This design comes from an exercise in tuning for small area on the open sky130 flow, not from production work.
Only simulation tests tie the RTL to the original design; equivalence was not proved.
The clock input has no modelled driver; a real chip could not lean on it and would need a root buffer or a full tree.
Power and IR drop assume default switching activity.

$ cat flow/constraint.sdc
create_clock -name core_clock -period 6.0 [get_ports {clk}]
set_input_delay 1.2000 -clock core_clock [delete_from_list [all_inputs] [get_ports {clk}]]
set_output_delay 1.2000 -clock core_clock [all_outputs]
set_load 0.01 [all_outputs]
$ cat flow/flow/run.sh
#!/bin/bash
# Layout flow: the standard ORFS flow (standard.sh) with three changes.
#  1. Synthesis maps logic with an area-oriented ABC script (amap) instead of
#     ORFS's delay-oriented one; everything else in synthesis is unchanged
#     (same registers, same names).
#  2. Port buffers use the smallest buffer cell (buf_1).
#  3. CTS uses no dummy loads and larger sink clusters.
# Each make run's full output goes to a log file in the work folder; ORFS
# also keeps its per-step logs under orfs/logs.
set -euo pipefail
W=$PWD

rm -rf "$W/scripts_area"
cp -r "$FLOW_HOME/scripts" "$W/scripts_area"
cp "$W/flow/abc_area.script" "$W/scripts_area/abc_area.script"

bash "$W/standard.sh" SCRIPTS_DIR="$W/scripts_area" synth > "$W/flow_synth.log" 2>&1

bash "$W/standard.sh" \
  BUFFER_PORTS_ARGS="-buffer_cell sky130_fd_sc_hd__buf_1" \
  CTS_ARGS="$(cat "$W/flow/cts_args.txt")" \
  finish > "$W/flow_layout.log" 2>&1
$ cat flow/design.v
`timescale 1ns / 1ps
module  n4fpga_PWM_detection #(
	parameter				WIDTH = 20              
	) (
	input 					clock_3,
	input 					RGBval,                  
	input                   Reset,                   
	output reg	[WIDTH-1:0]	high_counter,            
	output reg	[WIDTH-1:0]	low_counter              
	);
	reg			[WIDTH-1:0]	run;                     
	reg			[WIDTH-1:0]	frz;                     
	reg 					lastval;                 
	localparam NG = 2;
	localparam GS = (WIDTH + NG - 1) / NG;           
	wire rise, fall;                                 
	wire lastval_d;
	wire [NG-1:0] ld_h, hd_h, ld_l, hd_l, ld_f, keep_c, keep_f;
	cw_nor2b u_rise (.a(lastval), .bn(RGBval),  .y(rise));    
	cw_nor2b u_fall (.a(RGBval),  .bn(lastval), .y(fall));    
	cw_nor2b u_last (.a(Reset), .bn(RGBval), .y(lastval_d));
	genvar g;
	generate
		for (g = 0; g < NG; g = g + 1) begin : g_ctl
			cw_nor2b u_ldh  (.a(Reset), .bn(rise), .y(ld_h[g]));    
			cw_nor2  u_hdh  (.a(Reset), .b(rise),  .y(hd_h[g]));    
			cw_nor2b u_ldl  (.a(Reset), .bn(fall), .y(ld_l[g]));    
			cw_nor2  u_hdl  (.a(Reset), .b(fall),  .y(hd_l[g]));    
			cw_or2   u_ldf  (.a(ld_h[g]), .b(ld_l[g]), .y(ld_f[g]));  
			cw_nor3  u_kc   (.a(Reset), .b(rise), .c(fall), .y(keep_c[g]));  
			cw_nor3  u_kf   (.a(Reset), .b(rise), .c(fall), .y(keep_f[g]));  
		end
	endgenerate
	wire [WIDTH-1:0] run_d, frz_d, high_d, low_d;
	wire [WIDTH-1:0] carry;                          
	wire [WIDTH-1:0] cnt_x;
	assign carry[1] = run[0];
	cw_nor2b u_b0 (.a(run[0]), .bn(keep_c[0]), .y(run_d[0]));
	genvar i;
	generate
		for (i = 1; i < WIDTH; i = i + 1) begin : g_cnt
			cw_oai21 u_x (.a(run[i]), .b(carry[i]), .c(keep_c[i/GS]), .y(cnt_x[i]));
			cw_aoi21 u_y (.a(run[i]), .b(carry[i]), .c(cnt_x[i]), .y(run_d[i]));
			if (i < WIDTH - 1) begin : g_c
				cw_and2 u_c (.a(carry[i]), .b(run[i]), .y(carry[i+1]));
			end
		end
		for (i = 0; i < WIDTH; i = i + 1) begin : g_hold
			cw_ao22 u_f (.a(ld_f[i/GS]), .b(run[i]), .c(keep_f[i/GS]), .d(frz[i]),          .y(frz_d[i]));
			cw_ao22 u_h (.a(ld_h[i/GS]), .b(frz[i]), .c(hd_h[i/GS]), .d(high_counter[i]), .y(high_d[i]));
			cw_ao22 u_l (.a(ld_l[i/GS]), .b(frz[i]), .c(hd_l[i/GS]), .d(low_counter[i]),  .y(low_d[i]));
		end
	endgenerate
	always @(posedge clock_3) begin
		lastval      <= lastval_d;
		run          <= run_d;
		frz          <= frz_d;
		high_counter <= high_d;
		low_counter  <= low_d;
	end
endmodule
module cw_nor2 (input a, input b, output y);
	assign y = ~(a | b);
endmodule
module cw_nor2b (input a, input bn, output y);
	assign y = ~a & bn;
endmodule
module cw_nor3 (input a, input b, input c, output y);
	assign y = ~(a | b | c);
endmodule
module cw_or2 (input a, input b, output y);
	assign y = a | b;
endmodule
module cw_and2 (input a, input b, output y);
	assign y = a & b;
endmodule
module cw_oai21 (input a, input b, input c, output y);
	assign y = ~((a | b) & c);
endmodule
module cw_aoi21 (input a, input b, input c, output y);
	assign y = ~((a & b) | c);
endmodule
module cw_ao22 (input a, input b, input c, input d, output y);
	assign y = (a & b) | (c & d);
endmodule
`timescale 1ns / 1ps
module color_wheel_pwm (
    input               clk,
    input               reset,           
    input               rgb_red,
    input               rgb_green,
    input               rgb_blue,
    output [19:0]       red_high,
    output [19:0]       red_low,
    output [19:0]       green_high,
    output [19:0]       green_low,
    output [19:0]       blue_high,
    output [19:0]       blue_low
);
n4fpga_PWM_detection #(.WIDTH(20)) Red
           (
               .clock_3(clk),
               .Reset(reset),
               .RGBval(rgb_red),
               .high_counter(red_high),
               .low_counter(red_low)
           );
n4fpga_PWM_detection #(.WIDTH(20)) Green
           (
               .clock_3(clk),
               .Reset(reset),
               .RGBval(rgb_green),
               .high_counter(green_high),
               .low_counter(green_low)
           );
n4fpga_PWM_detection #(.WIDTH(20)) Blue
           (
               .clock_3(clk),
               .Reset(reset),
               .RGBval(rgb_blue),
               .high_counter(blue_high),
               .low_counter(blue_low)
           );
endmodule
$ cat flow/config.mk
export PLATFORM = sky130hd
export DESIGN_NAME = color_wheel_pwm
export DESIGN_NICKNAME = color_wheel_pwm
export VERILOG_FILES = /design/flow/design.v
export SDC_FILE = /design/flow/constraint.sdc
export NUM_CORES = 4
export LEC_CHECK = 0
export ABC_AREA = 1
export ABC_CLOCK_PERIOD_IN_PS = 6000
export CAP_MARGIN = 5
export CORE_MARGIN = 2
export CORE_UTILIZATION = 40
export CTS_BUF_LIST = sky130_fd_sc_hd__clkbuf_8 sky130_fd_sc_hd__clkbuf_16
export CTS_CLUSTER_DIAMETER = 100
export CTS_CLUSTER_SIZE = 30
export GPL_TIMING_DRIVEN = 0
export SLEW_MARGIN = 5
export SYNTH_HIERARCHICAL = 1
$ cat flow/flow/abc_area.script
strash
dch
amap
topo
$ cat flow/flow/cts_args.txt
-sink_clustering_enable -repair_clock_nets -dont_use_dummy_load -buf_list {sky130_fd_sc_hd__clkbuf_8} -sink_clustering_size 20 -sink_clustering_max_diameter 60
$ cat flow/standard.sh
#!/bin/bash
# synth_recipe.tcl (not shown) runs the flow's synth.tcl, then flattens the netlist and writes it again
# the make line also repeats each setting of config.mk as NAME=value (left out here)
make -C /OpenROAD-flow-scripts/flow DESIGN_CONFIG=/design/flow/config.mk WORK_HOME=/design/flow/orfs CLKGATE_MAP_FILE= SYNTH_SCRIPT=/design/flow/synth_recipe.tcl "${@:-finish}"
==> summary.txt, run 1 <==
=====================================================================================
Data required, critical path ...........................................      6.41 ns
Sequential area share after synthesis ..................................       63.65%
Clock Skews ............................................................   0.04584 ns
Fraction of layout cells with a size suffix above 1 ....................       2.290%
Total number of vias ...................................................         5438
P_leak .................................................................     3.176 nW
Total detailed-routing wirelength ......................................     16.02 mm
Per-instance average area after synthesis ..............................  11.85 sq um
HPWL Detailed ..........................................................     11.22 mm
Max-slew headroom at the worst pin .....................................       22.92%
DRT iter0 DRCs .........................................................          316
Area taken by multi-input logic gates .................................. 0.002778 sq mm
Startpoint types .......................................................     register
Number of buffers added by the clock tree synthesis step ...............           17
Crit-path most repeated cell ........................................... sky130_fd_sc_hd__and2_0
Distinct cell type count of the synthesized netlist ....................            9
P&R area growth vs syn .................................................       13.00%
Unrepaired setup endpoints after global routing ........................        false
Root cell of the clock tree ............................................ sky130_fd_sc_hd__clkbuf_8
Slew Limit Fails .......................................................            0
Post-CTS Hold Buffers ..................................................            0
Kind of critical path ..................................................   reg -> reg
Number of antenna violations at the first check in global routing ......            0
Detailed Routing Iterations Pass 1 .....................................            4
Average routed wire per standard cell ..................................     15.70 um
Count of pins on the block boundary ....................................          125
Count of fill cells added during filler insertion ......................         1747
Minimum setup slack after placement ....................................     1.897 ns
Tightest Pin Transition ................................................     1.147 ns
CP cell instances ...................................................... and2_0, and2_0, and2_0, and2_0, and2_0, and2_0, and2_0, and2_0, and2_0, and2_0, and2_0, and2_0, and2_0, and2_0, and2_0, and2_0, and2_0, and2_0, o21ai_0, a21oi_1
Syn nets ...............................................................          650
TritonCTS clock tree ...................................................        built
Area of the mapped netlist ............................................. 0.007642 sq mm
Total Routing Usage GR .................................................       15.39%
Insertion delay to the later sink of the worst-skew pair ...............      0.52 ns
GPL Wtd Cong ...........................................................       0.7428
Clock-pin slew of the registers on the worst-case setup and hold paths .      0.11 ns
Arrival time of data at the critical path endpoint .....................      4.49 ns
Die Area ............................................................... 0.02023 sq mm
DRC violation count after routing ......................................            0
Post-layout nets .......................................................          793
Buffers inserted by post-CTS timing repair .............................            0
Total area of sequential cells ......................................... 0.004865 sq mm
Total inserted antenna cells ...........................................            0
Detailed-route vias per instance .......................................        5.331
Largest buffer count on any clock path .................................            3
Start of the worst register-to-register path ........................... Green.run[0]
Number of failing hold endpoints at the final stage ....................            0
Post-cts sizing count ..................................................            0
Die Width ..............................................................     142.2 um
Max VDD drop ...........................................................     136.7 uV
Overall overflow remaining after global route ..........................            0
Summed negative setup slack over all endpoints .........................         0 ns
Starting utilization of the core area ..................................       40.86%
CTS H-tree lvls ........................................................            1
Vertical die dimension .................................................     142.2 um
Share of the clock period used by the worst path after layout ..........       68.00%
FF+latch count, synth ..................................................          243
Worst setup slack after layout .........................................     1.920 ns
Number of global-route vias before repair ..............................         5130
Post-detailed-route count of antenna-violating nets ....................            0
Number of port buffers .................................................          124
Status .................................................................  timing/DRC/antenna clean
CTS Sinks ..............................................................          243
Wire length of the first global-routing pass ...........................     26.01 mm
Hold/Removal Path Class ................................................   reg -> reg
Placeable core area .................................................... 0.01871 sq mm
Largest fanout on the critical path ....................................            5
Slowest library cell on the worst path ................................. sky130_fd_sc_hd__dfxtp_1
Maximum cell stage delay along the critical path .......................      0.36 ns
Power per unit of standard cell area ................................... 281.4 mW/mm^2
Synthesized netlist cell count .........................................          645
Endpoint type of the worst setup path ..................................     register
Max-cap check violation count ..........................................            0
Final critical path time including I/O delays and setup ................     4.080 ns
Max Clk Rate ...........................................................    245.1 MHz
Beginning of the worst hold path .......................................  Red.run[17]
Start point of the critical path ....................................... Green.run[0]
Site Rows ..............................................................           50
Total number of yosys warnings .........................................            7
WHS ....................................................................    0.4658 ns
Pin count of the biggest net entering global routing ...................           40
Setup-violating endpoint count in the final report .....................            0
=====================================================================================
==> per-module statistics from Yosys (local to each module, per instance), a selection <==
module	flip-flops and latches	cells	times used	cell area, sq um
cw_and2	0	1	54	6.256
cw_aoi21	0	1	57	5.005
cw_ao22	0	1	180	8.758
cw_or2	0	1	6	6.256
cw_oai21	0	1	57	5.005
cw_nor2	0	1	12	3.754
cw_nor3	0	1	12	5.005
==> sequential cells by signal, summed over array words and instances, names as in the netlist <==
signal,cells
Blue.high_counter,20
Red.high_counter,20
Green.high_counter,20
Green.run,20
Blue.frz,20
Blue.low_counter,20
Green.frz,20
Blue.lastval,1
Red.frz,20
Red.low_counter,20
Green.lastval,1
Green.low_counter,20
Red.run,20
Red.lastval,1
Blue.run,20
==> through the flow <==
step           instance area [sq um]  util [%]  cells  total power, mW
3_5_place_dp                    8402     44.92   1003            1.735
2_1_floorplan                   7642         -    645            1.706
3_3_place_gp                    8401     44.91   1003            1.732
4_1_cts                         8636     46.17   1020            2.463
6_report                        8636     46.17   1020            2.430
5_1_grt                         8636     46.17   1020            2.531
==> cells in the final DEF, fill, tap and decap left out <==
cell                         n
sky130_fd_sc_hd__buf_2       1
sky130_fd_sc_hd__o21ai_0    57
sky130_fd_sc_hd__buf_1     123
sky130_fd_sc_hd__nor2_1     12
sky130_fd_sc_hd__a21oi_1    57
sky130_fd_sc_hd__nor3_1     12
sky130_fd_sc_hd__clkbuf_8   17
sky130_fd_sc_hd__and2_0     54
sky130_fd_sc_hd__a22o_1    180
sky130_fd_sc_hd__dfxtp_1   243
sky130_fd_sc_hd__nor2b_1    24
sky130_fd_sc_hd__or2_0       6
==> cells in the mapped netlist, drive strengths merged <==
master    n  area share [%]
dfxtp   243              64
a22o    180              21
a21oi    57             3.7
o21ai    57             3.7
and2     54             4.4
nor2b    24             2.0
nor2     12            0.59
nor3     12            0.79
or2       6            0.49
==> kinds of logic after synthesis <==
group,Yosys count,synth area share [%]
simple gates,108,8.251
compound gates,294,28.09
flops,243,63.65
==> where the power goes <==
group / internal (mW) / total (mW) / leakage (nW) / switching (mW)
sequential: 1.62 / 1.62 / 1.96 / 0.00530
combinational: 0.0122 / 0.0744 / 1.10 / 0.0622
clock: 0.257 / 0.732 / 0.122 / 0.474
==> routing by layer <==
metal | track usage, % | vias to the layer above | share of wire, % | wire, um
li1 | - | 2733 | - | -
met1 | 20.50 | 2581 | 47 | 7585
met2 | 26.14 | 103 | 47 | 7506
met3 | 2.658 | 21 | 4.0 | 638
met4 | 3.632 | 0 | 1.8 | 286
met5 | 0 | - | 0 | 0
==> final timing paths <==
kind,to,slack (ns),depth (start not counted)
setup / recovery,Green.run[19],1.92,20
hold / removal,Red.frz[17],0.47,1
setup reg to reg,Green.run[19],1.92,20
hold reg to reg,Red.frz[17],0.47,1
==> worst max-delay path: cells and delay by family (launching register included) <==
kind / cells / cell delay [ns]
and+or+nand+nor: 18 / 3.40
AOI/OAI and AO/OA: 2 / 0.21
DFF: 1 / 0.36
==> final cells by class <==
class	count	share of cell area (%)
sequential	243	56.33
multi-input combinational	402	32.16
timing repair buffer	124	5.404
tap	234	3.390
clock buffer	17	2.709
==> inputs of run 2 (changes only) <==
==> flow/flow/cts_args.txt (replaced) <==
-sink_clustering_enable -repair_clock_nets -dont_use_dummy_load -buf_list {sky130_fd_sc_hd__clkbuf_16} -sink_clustering_size 35 -sink_clustering_max_diameter 80
==> summary.txt, run 2 <==
=====================================================================================
Minimum setup slack after placement ....................................     1.897 ns
Max Clk Rate ...........................................................    244.9 MHz
Crit-path most repeated cell ........................................... sky130_fd_sc_hd__and2_0
Endpoint type of the worst setup path ..................................     register
Max VDD drop ...........................................................     196.1 uV
CP cell instances ...................................................... and2_0, and2_0, and2_0, and2_0, and2_0, and2_0, and2_0, and2_0, and2_0, and2_0, and2_0, and2_0, and2_0, and2_0, and2_0, and2_0, and2_0, and2_0, o21ai_0, a21oi_1
Post-synthesis cell type with the largest combined area ................ sky130_fd_sc_hd__dfxtp_1
Final critical path time including I/O delays and setup ................     4.083 ns
Buffers inserted by post-CTS timing repair .............................            0
Clock-pin slew of the registers on the worst-case setup and hold paths .      0.12 ns
Share of flip-flops with an asynchronous set or reset ..................           0%
CTS Sinks ..............................................................          243
CTS H-tree lvls ........................................................            1
Slowest library cell on the worst path ................................. sky130_fd_sc_hd__dfxtp_1
TritonCTS clock tree ...................................................        built
Slack of the worst reg-to-reg path .....................................      1.92 ns
Wire length of the first global-routing pass ...........................     25.70 mm
Hold/Removal Path Class ................................................   reg -> reg
Unrepaired setup endpoints after global routing ........................        false
Summed negative setup slack over all endpoints .........................         0 ns
Post-layout nets .......................................................          788
Crit path buffers/inverters ............................................            0
Per-instance average area after synthesis ..............................  11.85 sq um
Sequential area share after synthesis ..................................       63.65%
Cell with the most instances after synthesis ........................... sky130_fd_sc_hd__dfxtp_1
Die Area ............................................................... 0.02023 sq mm
Data required, critical path ...........................................      6.37 ns
Slew Limit Fails .......................................................            0
Commonest non-fill, non-tap cells in the layout ........................ sky130_fd_sc_hd__dfxtp_1 (243), sky130_fd_sc_hd__a22o_1 (180), sky130_fd_sc_hd__buf_1 (123)
Kind of critical path ..................................................   reg -> reg
Number of buffers added by the clock tree synthesis step ...............           12
Setup-violating endpoint count in the final report .....................            0
Count of fill cells added during filler insertion ......................         1743
Total Routing Usage GR .................................................       15.18%
Max-cap check violation count ..........................................            0
Detailed Routing Iterations Pass 1 .....................................            4
DRT iter0 DRCs .........................................................          304
Post-detailed-route count of antenna-violating nets ....................            0
Number of global-route vias before repair ..............................         5087
Total number of vias ...................................................         5401
Dominant delay contributor by cell family on the critical path ......... simple AND/OR/NAND/NOR gates
Number of synthesized flops with an enable pin .........................            0
Status .................................................................  timing/DRC/antenna clean
Largest buffer count on any clock path .................................            3
Area of the mapped netlist ............................................. 0.007642 sq mm
Fraction of layout cells with a size suffix above 1 ....................       1.665%
Vertical die dimension .................................................     142.2 um
Clock Skews ............................................................   0.03799 ns
Count of pins on the block boundary ....................................          125
Maximum cell stage delay along the critical path .......................      0.36 ns
Number of failing hold endpoints at the final stage ....................            0
Commonest non-fill, non-tap cell in the layout ......................... sky130_fd_sc_hd__dfxtp_1
Dominant synthesized flop cell ......................................... sky130_fd_sc_hd__dfxtp_1
Site Rows ..............................................................           50
DRC violation count after routing ......................................            0
HPWL Detailed ..........................................................     11.22 mm
Root cell of the clock tree ............................................ sky130_fd_sc_hd__clkbuf_16
Starting utilization of the core area ..................................       40.86%
Tightest Pin Transition ................................................     1.150 ns
Average routed wire per standard cell ..................................     15.61 um
Startpoint types .......................................................     register
Syn nets ...............................................................          650
Post-cts sizing count ..................................................            0
Total number of yosys warnings .........................................            7
Synthesized netlist cell count .........................................          645
Die Width ..............................................................     142.2 um
Pin count of the biggest net entering global routing ...................           40
Power per unit of standard cell area ................................... 290.3 mW/mm^2
Most area-consuming cells after synthesis .............................. sky130_fd_sc_hd__dfxtp_1 (64%), sky130_fd_sc_hd__a22o_1 (21%), sky130_fd_sc_hd__and2_0 (4.4%), sky130_fd_sc_hd__a21oi_1 (3.7%), sky130_fd_sc_hd__o21ai_0 (3.7%)
Worst setup slack after layout .........................................     1.917 ns
Overall Power ..........................................................     2.526 mW
GPL Wtd Cong ...........................................................       0.7428
Post-CTS Hold Buffers ..................................................            0
Largest fanout on the critical path ....................................            5
Detailed-route vias per instance .......................................        5.321
Max-slew headroom at the worst pin .....................................       22.76%
Overall overflow remaining after global route ..........................            0
Fraction of post-synthesis cell area in the top cell type by area ......       63.65%
FF+latch count, synth ..................................................          243
P&R area growth vs syn .................................................       13.87%
Distinct cell type count of the synthesized netlist ....................            9
Number of antenna violations at the first check in global routing ......            0
P_leak .................................................................     3.201 nW
Most frequent cells after synthesis .................................... sky130_fd_sc_hd__dfxtp_1 (243), sky130_fd_sc_hd__a22o_1 (180), sky130_fd_sc_hd__a21oi_1 (57), sky130_fd_sc_hd__o21ai_0 (57), sky130_fd_sc_hd__and2_0 (54)
Total inserted antenna cells ...........................................            0
Share of the core filled with cells in the final layout ................       46.52%
Number of port buffers .................................................          124
Share of the clock period used by the worst path after layout ..........       68.06%
Total detailed-routing wirelength ......................................     15.85 mm
Placeable core area .................................................... 0.01871 sq mm
Insertion delay to the later sink of the worst-skew pair ...............      0.47 ns
Arrival time of data at the critical path endpoint .....................      4.45 ns
=====================================================================================
[run 2: modules after synthesis, one instance, submodules excluded, a selection]
| module | times used | cells | flip-flops and latches |
|---|---|---|---|
| cw_ao22 | 180 | 1 | 0 |
| cw_and2 | 54 | 1 | 0 |
| cw_nor2b | 24 | 1 | 0 |
| cw_or2 | 6 | 1 | 0 |
| cw_aoi21 | 57 | 1 | 0 |
| cw_nor3 | 12 | 1 | 0 |
| cw_oai21 | 57 | 1 | 0 |
| cw_nor2 | 12 | 1 | 0 |
[run 2: area by class of cell]
cell class / count / area (sq um) / area share [%]
clock buffers: 12 / 300.3 / 3.451
multi-input cells: 402 / 2778 / 31.92
flip-flops and latches: 243 / 4865 / 55.90
well taps: 234 / 292.8 / 3.364
repair buffers: 124 / 466.7 / 5.363
[run 2: final timing paths]
path / start / endpoint / cells after the start
min: Green.run[19] / Green.run[19] / 1
max: Blue.run[0] / Blue.run[19] / 20
max reg2reg: Blue.run[0] / Blue.run[19] / 20
min reg2reg: Green.run[19] / Green.run[19] / 1
[run 2: routing by layer]
layer	routed length (um)	vias to the layer above	GRT usage (%)
li1	-	2724	-
met1	7508	2571	20.40
met2	7561	88	25.96
met3	457	18	2.052
met4	323	0	3.737
met5	0	-	0
[run 2: power breakdown]
group,internal [mW],leakage (nW),switching [mW]
sequential,1.62,1.96,0.00527
combinational,0.0122,1.10,0.0622
clock,0.362,0.148,0.467
[run 2: worst reg2reg max path, cell delays in order, from the launching register on]
cell and delay (ns):
sky130_fd_sc_hd__dfxtp_1 0.36, sky130_fd_sc_hd__and2_0 0.19, sky130_fd_sc_hd__and2_0 0.19, sky130_fd_sc_hd__and2_0 0.19, sky130_fd_sc_hd__and2_0 0.19, sky130_fd_sc_hd__and2_0 0.19, sky130_fd_sc_hd__and2_0 0.20, sky130_fd_sc_hd__and2_0 0.19
sky130_fd_sc_hd__and2_0 0.19, sky130_fd_sc_hd__and2_0 0.19, sky130_fd_sc_hd__and2_0 0.19, sky130_fd_sc_hd__and2_0 0.20, sky130_fd_sc_hd__and2_0 0.19, sky130_fd_sc_hd__and2_0 0.19, sky130_fd_sc_hd__and2_0 0.19, sky130_fd_sc_hd__and2_0 0.19
sky130_fd_sc_hd__and2_0 0.19, sky130_fd_sc_hd__and2_0 0.18, sky130_fd_sc_hd__and2_0 0.17, sky130_fd_sc_hd__o21ai_0 0.17, sky130_fd_sc_hd__a21oi_1 0.05
[run 2: stage by stage]
step	instances	hold slack [ns]	instance area [sq um]
6_report	1015	0.4746	8702
5_1_grt	1015	0.4803	8702
4_1_cts	1015	0.4690	8702
3_5_place_dp	1003	0.4541	8402
3_3_place_gp	1003	0.4433	8401
2_1_floorplan	645	0.4270	7642
[run 2: kinds of logic (layout without fill, tap and decap cells)]
logic type,after synthesis,count (layout),share of synthesized area [%]
simple gates,108,108,8.251
flops,243,243,63.65
buf+inv,0,136,0
compound gates,294,294,28.09
==> inputs of run 3 (changes only) <==
==> flow/flow/cts_args.txt (replaced) <==
-sink_clustering_enable -repair_clock_nets -dont_use_dummy_load -buf_list {sky130_fd_sc_hd__clkbuf_8} -sink_clustering_size 18 -sink_clustering_max_diameter 80
--- a/flow/config.mk
+++ b/flow/config.mk
@@ -9,7 +9,7 @@
 export ABC_CLOCK_PERIOD_IN_PS = 6000
 export CAP_MARGIN = 5
 export CORE_MARGIN = 2
-export CORE_UTILIZATION = 40
+export CORE_UTILIZATION = 70
 export CTS_BUF_LIST = sky130_fd_sc_hd__clkbuf_8 sky130_fd_sc_hd__clkbuf_16
 export CTS_CLUSTER_DIAMETER = 100
 export CTS_CLUSTER_SIZE = 30
==> summary.txt, run 3 <==
=====================================================================================
Count of fill cells added during filler insertion ......................          730
Number of synthesized flops with an enable pin .........................            0
Wire length of the first global-routing pass ...........................     24.25 mm
Area after detailed placement .......................................... 0.008284 sq mm
Beginning of the worst hold path .......................................  Red.run[19]
CTS H-tree lvls ........................................................            1
Root cell of the clock tree ............................................ sky130_fd_sc_hd__clkbuf_8
Setup-violating endpoint count in the final report .....................            0
Clock Skews ............................................................   0.03749 ns
Share of the clock period used by the worst path after layout ..........       70.78%
DRC violation count after routing ......................................            0
Status .................................................................  timing/DRC/antenna clean
Largest buffer count on any clock path .................................            3
Tightest Pin Transition ................................................     1.203 ns
Largest fanout on the critical path ....................................            5
Commonest non-fill, non-tap cells in the layout ........................ sky130_fd_sc_hd__dfxtp_1 (243), sky130_fd_sc_hd__a22o_1 (180), sky130_fd_sc_hd__buf_1 (123)
Vertical die dimension .................................................     108.5 um
Detailed Routing Iterations Pass 1 .....................................            4
Start of the worst register-to-register path ...........................  Blue.run[0]
Sequential area share after synthesis ..................................       63.65%
Syn nets ...............................................................          650
Area of the mapped netlist ............................................. 0.007642 sq mm
Detailed-route vias per instance .......................................        6.071
Count of pins on the block boundary ....................................          125
Startpoint types .......................................................     register
Endpoint type of the worst setup path ..................................     register
DRT iter0 DRCs .........................................................          369
Die Area ............................................................... 0.01177 sq mm
CTS Sinks ..............................................................          243
Number of port buffers .................................................          124
Total detailed-routing wirelength ......................................     15.12 mm
Pin count of the biggest net entering global routing ...................           40
WHS ....................................................................    0.4702 ns
Cell with the most instances after synthesis ........................... sky130_fd_sc_hd__dfxtp_1
Overall overflow remaining after global route ..........................            0
FF+latch count, synth ..................................................          243
Post-cts sizing count ..................................................            0
Arrival time of data at the critical path endpoint .....................      4.65 ns
Distinct cell type count of the synthesized netlist ....................            9
Share of flip-flops with an asynchronous set or reset ..................           0%
Total number of vias ...................................................         5622
Placeable core area .................................................... 0.01075 sq mm
Data required, critical path ...........................................      6.41 ns
Unrepaired setup endpoints after global routing ........................        false
P_leak .................................................................     3.176 nW
Number of global-route vias before repair ..............................         5022
Post-detailed-route count of antenna-violating nets ....................            0
Total inserted antenna cells ...........................................            0
Slew Limit Fails .......................................................            0
Fraction of post-synthesis cell area in the top cell type by area ......       63.65%
Max-slew headroom at the worst pin .....................................       19.18%
Total Routing Usage GR .................................................       24.86%
Clock-pin slew of the registers on the worst-case setup and hold paths .      0.10 ns
Reg2reg end ............................................................ Blue.run[19]
P&R area growth vs syn .................................................       11.46%
Number of instances on the worst hold path .............................            1
Buffers inserted by post-CTS timing repair .............................            0
Final critical path time including I/O delays and setup ................     4.247 ns
Die Width ..............................................................     108.5 um
Hold/Removal Path Class ................................................   reg -> reg
Number of buffers added by the clock tree synthesis step ...............           17
Post-CTS Hold Buffers ..................................................            0
Insertion delay to the later sink of the worst-skew pair ...............      0.49 ns
Summed negative setup slack over all endpoints .........................         0 ns
Number of failing hold endpoints at the final stage ....................            0
Minimum setup slack after placement ....................................     1.879 ns
Max VDD drop ...........................................................     237.0 uV
Slack of the worst reg-to-reg path .....................................      1.75 ns
Max-cap check violation count ..........................................            0
Synthesized netlist cell count .........................................          645
Total number of yosys warnings .........................................            7
HPWL Detailed ..........................................................     10.44 mm
Starting utilization of the core area ..................................       71.12%
Dominant synthesized flop cell ......................................... sky130_fd_sc_hd__dfxtp_1
Post-synthesis cell type with the largest combined area ................ sky130_fd_sc_hd__dfxtp_1
Commonest non-fill, non-tap cell in the layout ......................... sky130_fd_sc_hd__dfxtp_1
Most frequent cells after synthesis .................................... sky130_fd_sc_hd__dfxtp_1 (243), sky130_fd_sc_hd__a22o_1 (180), sky130_fd_sc_hd__a21oi_1 (57), sky130_fd_sc_hd__o21ai_0 (57), sky130_fd_sc_hd__and2_0 (54)
Path depth of the worst reg2reg path ...................................           20
Power per unit of standard cell area ................................... 281.2 mW/mm^2
Number of antenna violations at the first check in global routing ......            0
Post-layout nets .......................................................          793
Average routed wire per standard cell ..................................     16.33 um
Endpoint of the worst hold path ........................................  Red.run[19]
Final std cell area, no fill ........................................... 0.008518 sq mm
Kind of critical path ..................................................   reg -> reg
Fraction of layout cells with a size suffix above 1 ....................       2.290%
Worst setup slack after layout .........................................     1.753 ns
TritonCTS clock tree ...................................................        built
Per-instance average area after synthesis ..............................  11.85 sq um
Site Rows ..............................................................           38
Most area-consuming cells after synthesis .............................. sky130_fd_sc_hd__dfxtp_1 (64%), sky130_fd_sc_hd__a22o_1 (21%), sky130_fd_sc_hd__and2_0 (4.4%), sky130_fd_sc_hd__a21oi_1 (3.7%), sky130_fd_sc_hd__o21ai_0 (3.7%)
Max Clk Rate ...........................................................    235.5 MHz
GPL Wtd Cong ...........................................................       0.7553
=====================================================================================
run 3: cell types whose count changed in the layout (fill, tap and decap cells not counted), sizes merged:
cell / before / now
clkbuf: 12 / 17
run 3: routing by layer:
layer | wire length (um) | GRT usage [%] | vias up | part of all wire, %
li1 | - | - | 2732 | -
met5 | 0 | 0 | - | 0
met2 | 6777 | 38.97 | 160 | 45
met3 | 832 | 3.737 | 17 | 5.5
met1 | 7335 | 36.66 | 2713 | 49
met4 | 176 | 5.495 | 0 | 1.2
run 3: report_power, final:
| group | internal, mW | switching (mW) | leakage [nW] | total [mW] |
|---|---|---|---|---|
| registers | 1.62 | 0.00510 | 1.96 | 1.62 |
| clock network | 0.257 | 0.442 | 0.122 | 0.699 |
| logic | 0.0122 | 0.0612 | 1.10 | 0.0734 |
| total | 1.89 | 0.508 | 3.18 | 2.40 |
run 3: cells by family (layout without fill, tap and decap cells):
| logic type | after synthesis | after routing | share of synthesized area [%] |
|---|---|---|---|
| DFF | 243 | 243 | 63.65 |
| buffers and inverters | 0 | 141 | 0 |
| AOI/OAI and AO/OA | 294 | 294 | 28.09 |
| and+or+nand+nor | 108 | 108 | 8.251 |
run 3: how the worst max path moves through the flow:
stage          cells past startpoint         from  slack [ns]           end
2_1_floorplan                     20  Blue.run[0]        2.30  Blue.run[19]
3_3_place_gp                      20   Red.run[0]        2.06   Red.run[19]
3_5_place_dp                      20   Red.run[0]        1.88   Red.run[19]
4_1_cts                           20  Blue.run[0]        1.77  Blue.run[19]
5_1_grt                           20  Blue.run[0]        1.25  Blue.run[19]
6_report                          20  Blue.run[0]        1.75  Blue.run[19]
run 3: Yosys stat by module (local to each module, per instance), a selection:
module	cells	flip-flops and latches
cw_and2	1	0
cw_oai21	1	0
cw_nor3	1	0
cw_nor2	1	0
cw_ao22	1	0
cw_or2	1	0
run 3: layout make-up:
| cell class | count | area (sq um) | share of cell area, % |
|---|---|---|---|
| repair buffers | 124 | 466.7 | 5.479 |
| flip-flops and latches | 243 | 4865 | 57.11 |
| clock buffers | 17 | 234.0 | 2.747 |
| well taps | 140 | 175.2 | 2.056 |
| multi-input cells | 402 | 2778 | 32.61 |
run 3: stage by stage:
step	power (mW)	utilization, %	std cells
3_5_place_dp	1.733	77.10	909
4_1_cts	2.403	79.27	926
5_1_grt	2.475	79.27	926
2_1_floorplan	1.706	-	645
6_report	2.395	79.27	926
3_3_place_gp	1.729	77.08	909
run 3: critical path, cell delays in order, from the launching register on:
cell,delay [ns]
sky130_fd_sc_hd__dfxtp_1,0.41
sky130_fd_sc_hd__and2_0,0.20
sky130_fd_sc_hd__and2_0,0.19
sky130_fd_sc_hd__and2_0,0.21
sky130_fd_sc_hd__and2_0,0.22
sky130_fd_sc_hd__and2_0,0.19
sky130_fd_sc_hd__and2_0,0.19
sky130_fd_sc_hd__and2_0,0.20
sky130_fd_sc_hd__and2_0,0.19
sky130_fd_sc_hd__and2_0,0.19
sky130_fd_sc_hd__and2_0,0.19
sky130_fd_sc_hd__and2_0,0.19
sky130_fd_sc_hd__and2_0,0.19
sky130_fd_sc_hd__and2_0,0.20
sky130_fd_sc_hd__and2_0,0.20
sky130_fd_sc_hd__and2_0,0.19
sky130_fd_sc_hd__and2_0,0.20
sky130_fd_sc_hd__and2_0,0.20
sky130_fd_sc_hd__and2_0,0.18
sky130_fd_sc_hd__o21ai_0,0.10
sky130_fd_sc_hd__a21oi_1,0.15
==> inputs of run 4 (changes only) <==
--- a/flow/config.mk
+++ b/flow/config.mk
@@ -9,7 +9,7 @@
 export ABC_CLOCK_PERIOD_IN_PS = 6000
 export CAP_MARGIN = 5
 export CORE_MARGIN = 2
-export CORE_UTILIZATION = 70
+export CORE_UTILIZATION = 40
 export CTS_BUF_LIST = sky130_fd_sc_hd__clkbuf_8 sky130_fd_sc_hd__clkbuf_16
 export CTS_CLUSTER_DIAMETER = 100
 export CTS_CLUSTER_SIZE = 30
==> summary.txt, run 4 <==
=====================================================================================
Post-cts sizing count ..................................................            0
Total Routing Usage GR .................................................       15.32%
Clock Skews ............................................................   0.03587 ns
Post-synthesis share of cell area spent on and, or, nand and nor gates .       8.251%
Share of the clock period used by the worst path after layout ..........       68.78%
Slack of the worst reg-to-reg path .....................................      1.87 ns
Crit-path most repeated cell ........................................... sky130_fd_sc_hd__and2_0
Post-CTS Hold Buffers ..................................................            0
Largest buffer count on any clock path .................................            3
Clock-pin slew of the registers on the worst-case setup and hold paths .      0.11 ns
Termination of the worst setup path .................................... Blue.run[19]
Vertical die dimension .................................................     142.2 um
GPL Wtd Cong ...........................................................       0.7428
Pin count of the biggest net entering global routing ...................           40
Maximum cell stage delay along the critical path .......................      0.36 ns
Most heavily used metal layer in global routing ........................         met2
Per-instance average area after synthesis ..............................  11.85 sq um
Detailed Routing Iterations Pass 1 .....................................            4
P&R area growth vs syn .................................................       13.00%
Xor/xnor cell area share of the yosys netlist ..........................           0%
P_leak .................................................................     3.176 nW
Final critical path time including I/O delays and setup ................     4.127 ns
Power per unit of standard cell area ................................... 280.3 mW/mm^2
Kind of critical path ..................................................   reg -> reg
Cell with the most instances after synthesis ........................... sky130_fd_sc_hd__dfxtp_1
Wire length of the first global-routing pass ...........................     25.94 mm
Total detailed-routing wirelength ......................................     15.92 mm
Minimum setup slack after placement ....................................     1.897 ns
Arrival time of data at the critical path endpoint .....................      4.53 ns
Buffers inserted by post-CTS timing repair .............................            0
Most frequent cells after synthesis .................................... sky130_fd_sc_hd__dfxtp_1 (243), sky130_fd_sc_hd__a22o_1 (180), sky130_fd_sc_hd__a21oi_1 (57), sky130_fd_sc_hd__o21ai_0 (57), sky130_fd_sc_hd__and2_0 (54)
Count of fill cells added during filler insertion ......................         1746
Fraction of met2 tracks used by global routing .........................       26.16%
CP cell instances ...................................................... and2_0, and2_0, and2_0, and2_0, and2_0, and2_0, and2_0, and2_0, and2_0, and2_0, and2_0, and2_0, and2_0, and2_0, and2_0, and2_0, and2_0, and2_0, o21ai_0, a21oi_1
Synthesized-area fraction occupied by adder cells ......................           0%
CTS H-tree lvls ........................................................            1
Max-slew headroom at the worst pin .....................................       22.56%
Starting utilization of the core area ..................................       40.86%
Total inserted antenna cells ...........................................            0
Startpoint types .......................................................     register
Syn nets ...............................................................          650
Start of the worst register-to-register path ...........................  Blue.run[0]
Total number of vias ...................................................         5444
Number of instances on the worst hold path .............................            1
Post-detailed-route count of antenna-violating nets ....................            0
Post-synthesis cell type with the largest combined area ................ sky130_fd_sc_hd__dfxtp_1
Max-cap check violation count ..........................................            0
Average routed wire per standard cell ..................................     15.61 um
Summed negative setup slack over all endpoints .........................         0 ns
Proportion of synthesized area in mux cells ............................           0%
CTS Sinks ..............................................................          243
Distinct cell type count of the synthesized netlist ....................            9
Largest fanout on the critical path ....................................            5
Area fraction in compound gates after synthesis ........................       28.09%
Total number of yosys warnings .........................................            7
FF+latch count, synth ..................................................          243
Reg2reg end ............................................................ Blue.run[19]
DRC violation count after routing ......................................            0
Worst setup slack after layout .........................................     1.873 ns
Start point of the critical path .......................................  Blue.run[0]
Sequential area share after synthesis ..................................       63.65%
Site Rows ..............................................................           50
Root cell of the clock tree ............................................ sky130_fd_sc_hd__clkbuf_8
DRT iter0 DRCs .........................................................          315
Placeable core area .................................................... 0.01871 sq mm
Area of the mapped netlist ............................................. 0.007642 sq mm
Dominant synthesized flop cell ......................................... sky130_fd_sc_hd__dfxtp_1
Number of synthesized flops with an enable pin .........................            0
Share of flip-flops with an asynchronous set or reset ..................           0%
Overall overflow remaining after global route ..........................            0
Number of global-route vias before repair ..............................         5133
Path depth of the worst reg2reg path ...................................           20
Hold/Removal Path Class ................................................   reg -> reg
Max VDD drop ...........................................................     163.6 uV
Commonest non-fill, non-tap cell in the layout ......................... sky130_fd_sc_hd__dfxtp_1
Combinational family with the most area after synthesis ................ compound AO/OA/AOI/OAI gates
Synthesized netlist cell count .........................................          645
Number of buffers added by the clock tree synthesis step ...............           17
Setup-violating endpoint count in the final report .....................            0
Die Width ..............................................................     142.2 um
TritonCTS clock tree ...................................................        built
Tightest Pin Transition ................................................     1.153 ns
Met1 GRT Util ..........................................................       20.26%
Post-layout nets .......................................................          793
Count of pins on the block boundary ....................................          125
Number of antenna violations at the first check in global routing ......            0
Insertion delay to the later sink of the worst-skew pair ...............      0.50 ns
Slew Limit Fails .......................................................            0
Global Route met3 Usage ................................................       2.624%
Number of port buffers .................................................          124
Endpoint type of the worst setup path ..................................     register
Total area of sequential cells ......................................... 0.004865 sq mm
Fraction of layout cells with a size suffix above 1 ....................       2.290%
Fraction of post-synthesis cell area in the top cell type by area ......       63.65%
Commonest non-fill, non-tap cells in the layout ........................ sky130_fd_sc_hd__dfxtp_1 (243), sky130_fd_sc_hd__a22o_1 (180), sky130_fd_sc_hd__buf_1 (123)
Detailed-route vias per instance .......................................        5.337
Max Clk Rate ...........................................................    242.3 MHz
Data required, critical path ...........................................      6.40 ns
Slowest library cell on the worst path ................................. sky130_fd_sc_hd__dfxtp_1
Die Area ............................................................... 0.02023 sq mm
HPWL Detailed ..........................................................     11.22 mm
Most area-consuming cells after synthesis .............................. sky130_fd_sc_hd__dfxtp_1 (64%), sky130_fd_sc_hd__a22o_1 (21%), sky130_fd_sc_hd__and2_0 (4.4%), sky130_fd_sc_hd__a21oi_1 (3.7%), sky130_fd_sc_hd__o21ai_0 (3.7%)
Area taken by multi-input logic gates .................................. 0.002778 sq mm
Unrepaired setup endpoints after global routing ........................        false
Number of failing hold endpoints at the final stage ....................            0
Status .................................................................  timing/DRC/antenna clean
=====================================================================================
[run 4: stage by stage]
| step | cells | util [%] | hold WS [ns] | area [sq um] | total power [mW] |
|---|---|---|---|---|---|
| after floorplan | 645 | - | 0.4270 | 7642 | 1.706 |
| after global placement | 1003 | 44.91 | 0.4433 | 8401 | 1.732 |
| after detailed placement | 1003 | 44.92 | 0.4541 | 8402 | 1.735 |
| after CTS | 1020 | 46.17 | 0.4699 | 8636 | 2.461 |
| after global routing | 1020 | 46.17 | 0.4855 | 8636 | 2.522 |
| final | 1020 | 46.17 | 0.4625 | 8636 | 2.421 |
[run 4: worst min path at each step]
stage | start | to
floorplan | Blue.run[19] | Blue.run[19]
global placement | Green.run[19] | Green.run[19]
detailed placement | Red.run[19] | Red.run[19]
CTS | Red.run[19] | Red.run[19]
global route | Blue.run[19] | Blue.run[19]
finish | Red.run[19] | Red.run[19]
[run 4: kinds of logic (layout without fill, tap and decap cells)]
| group | after synthesis | count (layout) |
|---|---|---|
| buffers and inverters | 0 | 141 |
| flip-flops | 243 | 243 |
| AO/OA/AOI/OAI | 294 | 294 |
| AND/OR/NAND/NOR | 108 | 108 |
[run 4: final cells by class]
type                    instances  share of cell area [%]
clock buffers                  17                   2.709
flip-flops and latches        243                   56.33
well taps                     234                   3.390
repair buffers                124                   5.404
multi-input cells             402                   32.16
[run 4: critical path, delay by kind of cell, from the launching register on]
kind / cells / cell delay, ns
flip-flops: 1 / 0.36
AO/OA/AOI/OAI: 2 / 0.24
AND/OR/NAND/NOR: 18 / 3.43
[run 4: Yosys stat by module (local to each module, per instance), excerpt]
module	cells	flops+latches	copies in the design	area [sq um]
cw_ao22	1	0	180	8.758
cw_and2	1	0	54	6.256
cw_nor2b	1	0	24	6.256
cw_or2	1	0	6	6.256
cw_aoi21	1	0	57	5.005
cw_nor3	1	0	12	5.005
cw_oai21	1	0	57	5.005
cw_nor2	1	0	12	3.754
[run 4: per-layer routing]
metal | routed length, um | part of all wire [%]
met5 | 0 | 0
met2 | 7515 | 47
met1 | 7500 | 47
met4 | 282 | 1.8
met3 | 625 | 3.9
[run 4: report_power, final]
part           internal [mW]  total [mW]  switching, mW
logic                 0.0122      0.0743         0.0620
registers               1.62        1.62        0.00527
clock network          0.257       0.723          0.466
total                   1.89        2.42          0.533
==> inputs of run 5 (changes only) <==
==> flow/flow/cts_args.txt (replaced) <==
-sink_clustering_enable -repair_clock_nets -dont_use_dummy_load -buf_list {sky130_fd_sc_hd__clkbuf_8} -sink_clustering_size 18 -sink_clustering_max_diameter 80 -branching_point_buffers_distance 1000
==> summary.txt, run 5 <==
=====================================================================================
Number of failing hold endpoints at the final stage ....................            0
Die Area ............................................................... 0.02023 sq mm
Setup-violating endpoint count in the final report .....................            0
Post-layout nets .......................................................          793
Net Switching ..........................................................    0.5333 mW
Final critical path time including I/O delays and setup ................     4.127 ns
Max Clk Rate ...........................................................    242.3 MHz
Detailed-route vias per instance .......................................        5.337
HPWL Detailed ..........................................................     11.22 mm
Post-synthesis cell type with the largest combined area ................ sky130_fd_sc_hd__dfxtp_1
FF+latch count, synth ..................................................          243
Hold/Removal Path Class ................................................   reg -> reg
Max VDD drop ...........................................................     163.6 uV
Summed negative setup slack over all endpoints .........................         0 ns
Power per unit of standard cell area ................................... 280.3 mW/mm^2
Total number of yosys warnings .........................................            7
Commonest non-fill, non-tap cell in the layout ......................... sky130_fd_sc_hd__dfxtp_1
Slowest library cell on the worst path ................................. sky130_fd_sc_hd__dfxtp_1
Insertion delay to the later sink of the worst-skew pair ...............      0.50 ns
Synthesized netlist cell count .........................................          645
Met1 GRT Util ..........................................................       20.26%
Max-slew headroom at the worst pin .....................................       22.56%
Number of global-route vias before repair ..............................         5133
CP cell instances ...................................................... and2_0, and2_0, and2_0, and2_0, and2_0, and2_0, and2_0, and2_0, and2_0, and2_0, and2_0, and2_0, and2_0, and2_0, and2_0, and2_0, and2_0, and2_0, o21ai_0, a21oi_1
Endpoint type of the worst setup path ..................................     register
Number of antenna violations at the first check in global routing ......            0
Pin count of the biggest net entering global routing ...................           40
Number of port buffers .................................................          124
Root cell of the clock tree ............................................ sky130_fd_sc_hd__clkbuf_8
Site Rows ..............................................................           50
TritonCTS clock tree ...................................................        built
Crit path buffers/inverters ............................................            0
P_leak .................................................................     3.176 nW
Worst setup slack after layout .........................................     1.873 ns
Total detailed-routing wirelength ......................................     15.92 mm
DRC violation count after routing ......................................            0
CTS Sinks ..............................................................          243
Combinational cell fraction of total power .............................         3.1%
Share of flip-flops with an asynchronous set or reset ..................           0%
Area of the mapped netlist ............................................. 0.007642 sq mm
Arrival time of data at the critical path endpoint .....................      4.53 ns
Dominant delay contributor by cell family on the critical path ......... simple AND/OR/NAND/NOR gates
Starting utilization of the core area ..................................       40.86%
Fraction of layout cells with a size suffix above 1 ....................       2.290%
Unrepaired setup endpoints after global routing ........................        false
DRT iter0 DRCs .........................................................          315
WHS ....................................................................    0.4625 ns
Slew Limit Fails .......................................................            0
Detailed Routing Iterations Pass 1 .....................................            4
Per-instance average area after synthesis ..............................  11.85 sq um
Total number of vias ...................................................         5444
P&R area growth vs syn .................................................       13.00%
Overall overflow remaining after global route ..........................            0
Internal power .........................................................     1.888 mW
Part of the total power dissipated in sequential elements ..............        67.1%
Clock-pin slew of the registers on the worst-case setup and hold paths .      0.11 ns
Fraction of met2 tracks used by global routing .........................       26.16%
Startpoint types .......................................................     register
Share of the core filled with cells in the final layout ................       46.17%
Number of buffers added by the clock tree synthesis step ...............           17
Post-detailed-route count of antenna-violating nets ....................            0
Final std cell area, no fill ........................................... 0.008636 sq mm
Largest buffer count on any clock path .................................            3
GPL Wtd Cong ...........................................................       0.7428
Final instance count without filler cells ..............................         1020
Kind of critical path ..................................................   reg -> reg
Most frequent cells after synthesis .................................... sky130_fd_sc_hd__dfxtp_1 (243), sky130_fd_sc_hd__a22o_1 (180), sky130_fd_sc_hd__a21oi_1 (57), sky130_fd_sc_hd__o21ai_0 (57), sky130_fd_sc_hd__and2_0 (54)
Wire length of the first global-routing pass ...........................     25.94 mm
Average routed wire per standard cell ..................................     15.61 um
Switching share of power ...............................................       22.03%
Proportion of power drawn by the clock network .........................        29.9%
Overall Power ..........................................................     2.421 mW
Status .................................................................  timing/DRC/antenna clean
Placed cells ...........................................................         1003
Fraction of post-synthesis cell area in the top cell type by area ......       63.65%
Placeable core area .................................................... 0.01871 sq mm
Crit-path most repeated cell ........................................... sky130_fd_sc_hd__and2_0
Number of synthesized flops with an enable pin .........................            0
Syn nets ...............................................................          650
Max-cap check violation count ..........................................            0
Global Route met3 Usage ................................................       2.624%
Area after detailed placement .......................................... 0.008402 sq mm
Total Routing Usage GR .................................................       15.32%
CTS H-tree lvls ........................................................            1
Vertical die dimension .................................................     142.2 um
Most heavily used metal layer in global routing ........................         met2
Minimum setup slack after placement ....................................     1.897 ns
Maximum cell stage delay along the critical path .......................      0.36 ns
Most area-consuming cells after synthesis .............................. sky130_fd_sc_hd__dfxtp_1 (64%), sky130_fd_sc_hd__a22o_1 (21%), sky130_fd_sc_hd__and2_0 (4.4%), sky130_fd_sc_hd__a21oi_1 (3.7%), sky130_fd_sc_hd__o21ai_0 (3.7%)
Distinct cell type count of the synthesized netlist ....................            9
Dominant synthesized flop cell ......................................... sky130_fd_sc_hd__dfxtp_1
Cell with the most instances after synthesis ........................... sky130_fd_sc_hd__dfxtp_1
Clock Skews ............................................................   0.03587 ns
Total inserted antenna cells ...........................................            0
Buffers inserted by post-CTS timing repair .............................            0
Count of pins on the block boundary ....................................          125
Share of the clock period used by the worst path after layout ..........       68.78%
Largest fanout on the critical path ....................................            5
Tightest Pin Transition ................................................     1.153 ns
Path depth of the worst reg2reg path ...................................           20
Number of instances on the worst hold path .............................            1
Post-cts sizing count ..................................................            0
Path length in cells of the critical path ..............................           20
Data required, critical path ...........................................      6.40 ns
Sequential area share after synthesis ..................................       63.65%
Die Width ..............................................................     142.2 um
Post-CTS Hold Buffers ..................................................            0
Commonest non-fill, non-tap cells in the layout ........................ sky130_fd_sc_hd__dfxtp_1 (243), sky130_fd_sc_hd__a22o_1 (180), sky130_fd_sc_hd__buf_1 (123)
=====================================================================================
==> run 5: cell counts after synthesis <==
Identical to the previous run, type by type.
==> run 5: routing by layer <==
layer / share of wire, % / wire (um) / up-vias
met5: 0 / 0 / -
met4: 1.8 / 282 / 0
met3: 3.9 / 625 / 21
met2: 47 / 7515 / 105
met1: 47 / 7500 / 2587
li1: - / - / 2731
==> run 5: power groups by stage <==
stage	clock network [mW]	logic (mW)	registers, mW
after global routing	0.814	0.0828	1.63
final	0.723	0.0743	1.62
after detailed placement	0	0.0744	1.66
after CTS	0.763	0.0746	1.62
after global placement	0	0.0716	1.66
after floorplan	0	0.0467	1.66
==> run 5: per-module statistics from Yosys, one instance, submodules excluded, excerpt <==
module | flip-flops and latches | cell area, sq um | times used
cw_and2 | 0 | 6.256 | 54
cw_ao22 | 0 | 8.758 | 180
cw_aoi21 | 0 | 5.005 | 57
cw_nor2 | 0 | 3.754 | 12
cw_nor2b | 0 | 6.256 | 24
cw_nor3 | 0 | 5.005 | 12
cw_oai21 | 0 | 5.005 | 57
cw_or2 | 0 | 6.256 | 6
==> run 5: worst paths after layout <==
path               start           end  slack, ns
max          Blue.run[0]  Blue.run[19]       1.87
min          Red.run[19]   Red.run[19]       0.46
max reg2reg  Blue.run[0]  Blue.run[19]       1.87
min reg2reg  Red.run[19]   Red.run[19]       0.46
==> run 5: area by class of cell <==
| type | instances | area (sq um) |
|---|---|---|
| Timing Repair Buffer | 124 | 466.7 |
| Sequential cell | 243 | 4865 |
| Multi-Input combinational cell | 402 | 2778 |
| Fill cell | 1746 | 10070 |
| Clock buffer | 17 | 234.0 |
| Tap cell | 234 | 292.8 |
==> run 5: kinds of logic after synthesis <==
group           share of synthesized area, %
flops                                  63.65
compound gates                         28.09
simple gates                           8.251
==> inputs of run 6 (changes only) <==
--- a/flow/flow/run.sh
+++ b/flow/flow/run.sh
@@ -4,7 +4,9 @@
 #     ORFS's delay-oriented one; everything else in synthesis is unchanged
 #     (same registers, same names).
 #  2. Port buffers use the smallest buffer cell (buf_1).
-#  3. CTS uses no dummy loads and larger sink clusters.
+#  3. CTS uses no dummy loads and larger sink clusters, and after CTS the
+#     branch buffers between the root and the leaf buffers are removed
+#     (flow/post_cts.tcl).
 # Each make run's full output goes to a log file in the work folder; ORFS
 # also keeps its per-step logs under orfs/logs.
 set -euo pipefail
@@ -19,4 +21,5 @@
 bash "$W/standard.sh" \
   BUFFER_PORTS_ARGS="-buffer_cell sky130_fd_sc_hd__buf_1" \
   CTS_ARGS="$(cat "$W/flow/cts_args.txt")" \
+  POST_CTS_TCL="$W/flow/post_cts.tcl" \
   finish > "$W/flow_layout.log" 2>&1
==> flow/flow/cts_args.txt (replaced) <==
-sink_clustering_enable -repair_clock_nets -dont_use_dummy_load -buf_list {sky130_fd_sc_hd__clkbuf_8} -sink_clustering_size 18 -sink_clustering_max_diameter 80
==> flow/flow/post_cts.tcl (new file) <==
# After CTS: remove the clock tree's branch buffers, the buffers between the
# root buffer and the leaf buffers, and drive the leaf buffers from the root
# buffer directly. Every register keeps the same number of clock buffers
# (root and leaf) on its clock path.
set block [ord::get_db_block]
proc cw_is_clkbuf {inst} {
  return [string match "sky130_fd_sc_hd__clkbuf_*" [[$inst getMaster] getName]]
}
proc cw_out_net {inst} {
  foreach it [$inst getITerms] {
    if {[$it isOutputSignal]} { return [$it getNet] }
  }
  return "NULL"
}
set clk_net [$block findNet clk]
set roots {}
foreach it [$clk_net getITerms] { lappend roots [$it getInst] }
puts "cw_post_cts: clock port drives [llength $roots] cell(s)"
if {[llength $roots] == 1 && [cw_is_clkbuf [lindex $roots 0]]} {
  set root [lindex $roots 0]
  set rnet [cw_out_net $root]
  set branches {}
  foreach it [$rnet getITerms] {
    set inst [$it getInst]
    if {$inst == $root} { continue }
    if {![cw_is_clkbuf $inst]} { continue }
    set onet [cw_out_net $inst]
    set ok 1
    foreach it2 [$onet getITerms] {
      set i2 [$it2 getInst]
      if {$i2 == $inst} { continue }
      if {![cw_is_clkbuf $i2]} { set ok 0 }
    }
    if {$ok} { lappend branches $inst }
  }
  foreach inst $branches {
    set onet [cw_out_net $inst]
    set loads {}
    foreach it2 [$onet getITerms] {
      if {[$it2 getInst] != $inst} { lappend loads $it2 }
    }
    foreach it2 $loads {
      $it2 disconnect
      $it2 connect $rnet
    }
    puts "cw_post_cts: removed branch buffer [$inst getName] ([llength $loads] leaf buffers moved to the root)"
    odb::dbInst_destroy $inst
    odb::dbNet_destroy $onet
  }
  estimate_parasitics -placement
  report_clock_skew
}
==> summary.txt, run 6 <==
=====================================================================================
Dominant delay contributor by cell family on the critical path ......... simple AND/OR/NAND/NOR gates
GPL Wtd Cong ...........................................................       0.7428
Cell with the most instances after synthesis ........................... sky130_fd_sc_hd__dfxtp_1
Number of port buffers .................................................          124
P_leak .................................................................     3.161 nW
Pin count of the biggest net entering global routing ...................           40
Distinct cell type count of the synthesized netlist ....................            9
Total detailed-routing wirelength ......................................     15.89 mm
Slew Limit Fails .......................................................            0
Tightest Pin Transition ................................................     1.158 ns
Post-layout nets .......................................................          791
Area fraction in compound gates after synthesis ........................       28.09%
Combinational family with the most area after synthesis ................ compound AO/OA/AOI/OAI gates
Startpoint types .......................................................     register
Site Rows ..............................................................           50
Arrival time of data at the critical path endpoint .....................      4.50 ns
Number of failing hold endpoints at the final stage ....................            0
Total number of yosys warnings .........................................            7
Total number of vias ...................................................         5406
Detailed-route vias per instance .......................................        5.310
Largest fanout on the critical path ....................................            5
Final critical path time including I/O delays and setup ................     4.122 ns
Clock Skews ............................................................   0.03958 ns
Number of synthesized flops with an enable pin .........................            0
Die Area ............................................................... 0.02023 sq mm
Power per unit of standard cell area ................................... 276.4 mW/mm^2
Kind of critical path ..................................................   reg -> reg
Number of global-route vias before repair ..............................         5117
Crit-path most repeated cell ........................................... sky130_fd_sc_hd__and2_0
Detailed Routing Iterations Pass 1 .....................................            4
Data required, critical path ...........................................      6.37 ns
Final std cell area, no fill ........................................... 0.008608 sq mm
Post-synthesis cell type with the largest combined area ................ sky130_fd_sc_hd__dfxtp_1
Total Routing Usage GR .................................................       16.06%
Max VDD drop ...........................................................     164.1 uV
Count of pins on the block boundary ....................................          125
Unrepaired setup endpoints after global routing ........................        false
CTS Sinks ..............................................................          243
Endpoint type of the worst setup path ..................................     register
CP cell instances ...................................................... and2_0, and2_0, and2_0, and2_0, and2_0, and2_0, and2_0, and2_0, and2_0, and2_0, and2_0, and2_0, and2_0, and2_0, and2_0, and2_0, and2_0, and2_0, o21ai_0, a21oi_1
Most area-consuming cells after synthesis .............................. sky130_fd_sc_hd__dfxtp_1 (64%), sky130_fd_sc_hd__a22o_1 (21%), sky130_fd_sc_hd__and2_0 (4.4%), sky130_fd_sc_hd__a21oi_1 (3.7%), sky130_fd_sc_hd__o21ai_0 (3.7%)
WHS ....................................................................    0.4729 ns
Post-synthesis share of cell area spent on and, or, nand and nor gates .       8.251%
Dominant synthesized flop cell ......................................... sky130_fd_sc_hd__dfxtp_1
Clock-pin slew of the registers on the worst-case setup and hold paths .      0.11 ns
Slowest library cell on the worst path ................................. sky130_fd_sc_hd__dfxtp_1
Synthesized netlist cell count .........................................          645
Share of the clock period used by the worst path after layout ..........       68.70%
Sequential area share after synthesis ..................................       63.65%
Total inserted antenna cells ...........................................            0
Maximum cell stage delay along the critical path .......................      0.36 ns
Crit path buffers/inverters ............................................            0
Placeable core area .................................................... 0.01871 sq mm
Overall overflow remaining after global route ..........................            0
DRC violation count after routing ......................................            0
Synthesized-area fraction occupied by adder cells ......................           0%
Max Clk Rate ...........................................................    242.6 MHz
P&R area growth vs syn .................................................       12.64%
Xor/xnor cell area share of the yosys netlist ..........................           0%
Insertion delay to the later sink of the worst-skew pair ...............      0.48 ns
Share of flip-flops with an asynchronous set or reset ..................           0%
Wire length of the first global-routing pass ...........................     25.86 mm
Max-slew headroom at the worst pin .....................................       22.22%
Max-cap check violation count ..........................................            0
Fraction of post-synthesis cell area in the top cell type by area ......       63.65%
Proportion of synthesized area in mux cells ............................           0%
Most frequent cells after synthesis .................................... sky130_fd_sc_hd__dfxtp_1 (243), sky130_fd_sc_hd__a22o_1 (180), sky130_fd_sc_hd__a21oi_1 (57), sky130_fd_sc_hd__o21ai_0 (57), sky130_fd_sc_hd__and2_0 (54)
HPWL Detailed ..........................................................     11.22 mm
Average routed wire per standard cell ..................................     15.60 um
Summed negative setup slack over all endpoints .........................         0 ns
Area after detailed placement .......................................... 0.008402 sq mm
Setup-violating endpoint count in the final report .....................            0
Vertical die dimension .................................................     142.2 um
Syn nets ...............................................................          650
Post-detailed-route count of antenna-violating nets ....................            0
DRT iter0 DRCs .........................................................          303
Status .................................................................  timing/DRC/antenna clean
Fraction of layout cells with a size suffix above 1 ....................       2.041%
Number of antenna violations at the first check in global routing ......            0
Hold/Removal Path Class ................................................   reg -> reg
Per-instance average area after synthesis ..............................  11.85 sq um
Overall Power ..........................................................     2.379 mW
FF+latch count, synth ..................................................          243
Commonest non-fill, non-tap cells in the layout ........................ sky130_fd_sc_hd__dfxtp_1 (243), sky130_fd_sc_hd__a22o_1 (180), sky130_fd_sc_hd__buf_1 (123)
Commonest non-fill, non-tap cell in the layout ......................... sky130_fd_sc_hd__dfxtp_1
Area of the mapped netlist ............................................. 0.007642 sq mm
Starting utilization of the core area ..................................       40.86%
Die Width ..............................................................     142.2 um
=====================================================================================
[run 6: layout make-up]
| type | instances | area, sq um |
|---|---|---|
| Fill cell | 1747 | 10100 |
| Multi-Input combinational cell | 402 | 2778 |
| Clock buffer | 15 | 206.4 |
| Tap cell | 234 | 292.8 |
| Timing Repair Buffer | 124 | 466.7 |
| Sequential cell | 243 | 4865 |
[run 6: cells by family (layout without fill, tap and decap cells)]
logic type | Yosys count | count (layout)
DFF | 243 | 243
AOI/OAI and AO/OA | 294 | 294
buffers and inverters | 0 | 139
and+or+nand+nor | 108 | 108
[run 6: per-stage QoR]
step / setup WS [ns] / utilization [%] / std cells
3_3_place_gp: 2.038 / 44.91 / 1003
5_1_grt: 1.332 / 46.02 / 1018
6_report: 1.878 / 46.02 / 1018
3_5_place_dp: 1.897 / 44.92 / 1003
2_1_floorplan: 2.303 / - / 645
[run 6: per-module statistics from Yosys, one instance, submodules excluded, a selection]
| module | flops+latches | copies in the design |
|---|---|---|
| cw_and2 | 0 | 54 |
| cw_ao22 | 0 | 180 |
| cw_aoi21 | 0 | 57 |
| cw_nor2 | 0 | 12 |
| cw_nor2b | 0 | 24 |
| cw_nor3 | 0 | 12 |
| cw_oai21 | 0 | 57 |
| cw_or2 | 0 | 6 |
[run 6: path summary, 6_finish.rpt]
check / startpoint / endpoint / slack, ns / depth (start not counted)
min reg2reg: Red.run[19] / Red.run[19] / 0.47 / 1
max reg2reg: Blue.run[0] / Blue.run[19] / 1.88 / 20
max: Blue.run[0] / Blue.run[19] / 1.88 / 20
min: Red.run[19] / Red.run[19] / 0.47 / 1
[run 6: routing by layer]
metal / global-route usage [%] / up-vias / share of wire [%]
met5: 0 / - / 0
met4: 5.947 / 0 / 1.2
met3: 4.711 / 13 / 3.7
met2: 26.16 / 90 / 47
met1: 20.26 / 2576 / 48
li1: - / 2727 / -
[run 6: report_power, final]
group / leakage (nW) / internal [mW] / switching (mW) / total [mW]
Combinational: 1.10 / 0.0122 / 0.0622 / 0.0744
Sequential: 1.96 / 1.62 / 0.00528 / 1.62
Clock: 0.108 / 0.224 / 0.457 / 0.681
Total: 3.16 / 1.85 / 0.524 / 2.38
==> inputs of run 7 (changes only) <==
--- a/flow/design.v
+++ b/flow/design.v
@@ -26,8 +26,8 @@
 			cw_nor2  u_hdh  (.a(Reset), .b(rise),  .y(hd_h[g]));    
 			cw_nor2b u_ldl  (.a(Reset), .bn(fall), .y(ld_l[g]));    
 			cw_nor2  u_hdl  (.a(Reset), .b(fall),  .y(hd_l[g]));    
-			cw_or2   u_ldf  (.a(ld_h[g]), .b(ld_l[g]), .y(ld_f[g]));  
 			cw_nor3  u_kc   (.a(Reset), .b(rise), .c(fall), .y(keep_c[g]));  
+			cw_nor2  u_ldf  (.a(Reset), .b(keep_c[g]), .y(ld_f[g]));  
 			cw_nor3  u_kf   (.a(Reset), .b(rise), .c(fall), .y(keep_f[g]));  
 		end
 	endgenerate
@@ -67,9 +67,6 @@
 endmodule
 module cw_nor3 (input a, input b, input c, output y);
 	assign y = ~(a | b | c);
-endmodule
-module cw_or2 (input a, input b, output y);
-	assign y = a | b;
 endmodule
 module cw_and2 (input a, input b, output y);
 	assign y = a & b;
==> summary.txt, run 7 <==
======================================================================
Site Rows ...............................................           50
Unrepaired setup endpoints after global routing .........        false
Number of global-route vias before repair ...............         4964
Max-slew headroom at the worst pin ......................       18.79%
Status ..................................................  timing/DRC/antenna clean
Endpoint type of the worst setup path ...................     register
Max VDD drop ............................................     174.7 uV
Setup-violating endpoint count in the final report ......            0
Per-instance average area after synthesis ...............  11.83 sq um
Kind of critical path ...................................   reg -> reg
Beginning of the worst hold path ........................ Blue.run[19]
Detailed-route vias per instance ........................        5.270
Startpoint types ........................................     register
Final critical path time including I/O delays and setup .     4.152 ns
Total Routing Usage GR ..................................       15.91%
GPL Wtd Cong ............................................       0.7263
Starting utilization of the core area ...................       40.78%
Power per unit of standard cell area .................... 277.3 mW/mm^2
Worst setup slack after layout ..........................     1.848 ns
Summed negative setup slack over all endpoints ..........         0 ns
Distinct cell type count of the synthesized netlist .....            8
Largest fanout on the critical path .....................            5
Total number of yosys warnings ..........................            7
Total detailed-routing wirelength .......................     15.94 mm
Post-synthesis cell type with the largest combined area . sky130_fd_sc_hd__dfxtp_1
Clock Skews .............................................   0.03626 ns
Start point of the critical path ........................  Blue.run[0]
Pin count of the biggest net entering global routing ....           46
Most frequent cells after synthesis ..................... sky130_fd_sc_hd__dfxtp_1 (243), sky130_fd_sc_hd__a22o_1 (180), sky130_fd_sc_hd__a21oi_1 (57), sky130_fd_sc_hd__o21ai_0 (57), sky130_fd_sc_hd__and2_0 (54)
Max-cap check violation count ...........................            0
Number of port buffers ..................................          124
DRC violation count after routing .......................            0
Overall overflow remaining after global route ...........            0
DRT iter0 DRCs ..........................................          152
======================================================================
==> run 7: cell count changes in the layout (fill, tap and decap cells not counted), sizes merged <==
cell / change
nor2: +6
or2: -6
==> run 7: cells by family (layout without fill, tap and decap cells) <==
| group | count (synthesis) | in the layout | share of synthesized area (%) |
|---|---|---|---|
| compound gates | 294 | 294 | 28.15 |
| buf+inv | 0 | 139 | 0 |
| flops | 243 | 243 | 63.78 |
| simple gates | 108 | 108 | 8.071 |
==> run 7: final timing paths <==
path	to	slack [ns]	depth (start not counted)
worst min-delay path	Blue.run[19]	0.46	1
worst max-delay path	Blue.run[19]	1.85	20
worst max register to register	Blue.run[19]	1.85	20
worst min register to register	Blue.run[19]	0.46	1
==> run 7: metal layers <==
| metal | vias up | part of all wire, % | global-route usage [%] |
|---|---|---|---|
| li1 | 2731 | - | - |
| met2 | 123 | 44 | 24.46 |
| met3 | 17 | 4.8 | 4.610 |
| met1 | 2494 | 50 | 21.04 |
| met4 | 0 | 1.8 | 6.474 |
| met5 | - | 0 | 0 |
==> run 7: final cells by class <==
cell class | count | area, sq um
fill | 1738 | 10110
sequential | 243 | 4865
multi-input combinational | 402 | 2763
timing repair buffer | 124 | 466.7
tap | 234 | 292.8
clock buffer | 15 | 206.4
==> run 7: modules after synthesis, one instance, submodules excluded, a selection <==
| module | copies in the design | flops+latches |
|---|---|---|
| cw_oai21 | 57 | 0 |
| cw_nor2 | 18 | 0 |
| cw_ao22 | 180 | 0 |
| cw_aoi21 | 57 | 0 |
| cw_nor2b | 24 | 0 |
| cw_and2 | 54 | 0 |
| cw_nor3 | 12 | 0 |
==> run 7: metrics by stage <==
stage | cell area [sq um] | total power [mW] | std cells | utilization (%) | hold slack [ns]
detailed placement | 8387 | 1.739 | 1003 | 44.84 | 0.4493
floorplan | 7627 | 1.708 | 645 | - | 0.4271
global route | 8593 | 2.485 | 1018 | 45.94 | 0.4785
finish | 8593 | 2.383 | 1018 | 45.94 | 0.4602
global placement | 8386 | 1.737 | 1003 | 44.83 | 0.4482
==> run 7: worst max-delay path, stage by stage, from the launching register on <==
cell                      delay, ns
sky130_fd_sc_hd__dfxtp_1       0.40
sky130_fd_sc_hd__and2_0        0.20
sky130_fd_sc_hd__and2_0        0.20
sky130_fd_sc_hd__and2_0        0.20
sky130_fd_sc_hd__and2_0        0.19
sky130_fd_sc_hd__and2_0        0.18
sky130_fd_sc_hd__and2_0        0.18
sky130_fd_sc_hd__and2_0        0.18
sky130_fd_sc_hd__and2_0        0.19
sky130_fd_sc_hd__and2_0        0.20
sky130_fd_sc_hd__and2_0        0.18
sky130_fd_sc_hd__and2_0        0.18
sky130_fd_sc_hd__and2_0        0.18
sky130_fd_sc_hd__and2_0        0.18
sky130_fd_sc_hd__and2_0        0.19
sky130_fd_sc_hd__and2_0        0.21
sky130_fd_sc_hd__and2_0        0.23
sky130_fd_sc_hd__and2_0        0.20
sky130_fd_sc_hd__and2_0        0.16
sky130_fd_sc_hd__o21ai_0       0.09
sky130_fd_sc_hd__a21oi_1       0.16
==> run 7: power by group <==
part           switching (mW)  leakage [nW]  total (mW)  internal, mW
logic                  0.0644          1.10      0.0770        0.0126
registers             0.00561          1.96        1.62          1.62
clock network           0.457         0.108       0.681         0.224
total                   0.527          3.16        2.38          1.86

Re-timed with assumed drivers on the ports (clkbuf_16 on the clock, buf_2 on other inputs), run 7 has 1.848 ns of setup slack against 1.848 ns with ideal ports, and 1.848 ns once port delays also move by the mid clock arrival of 0.497 ns.
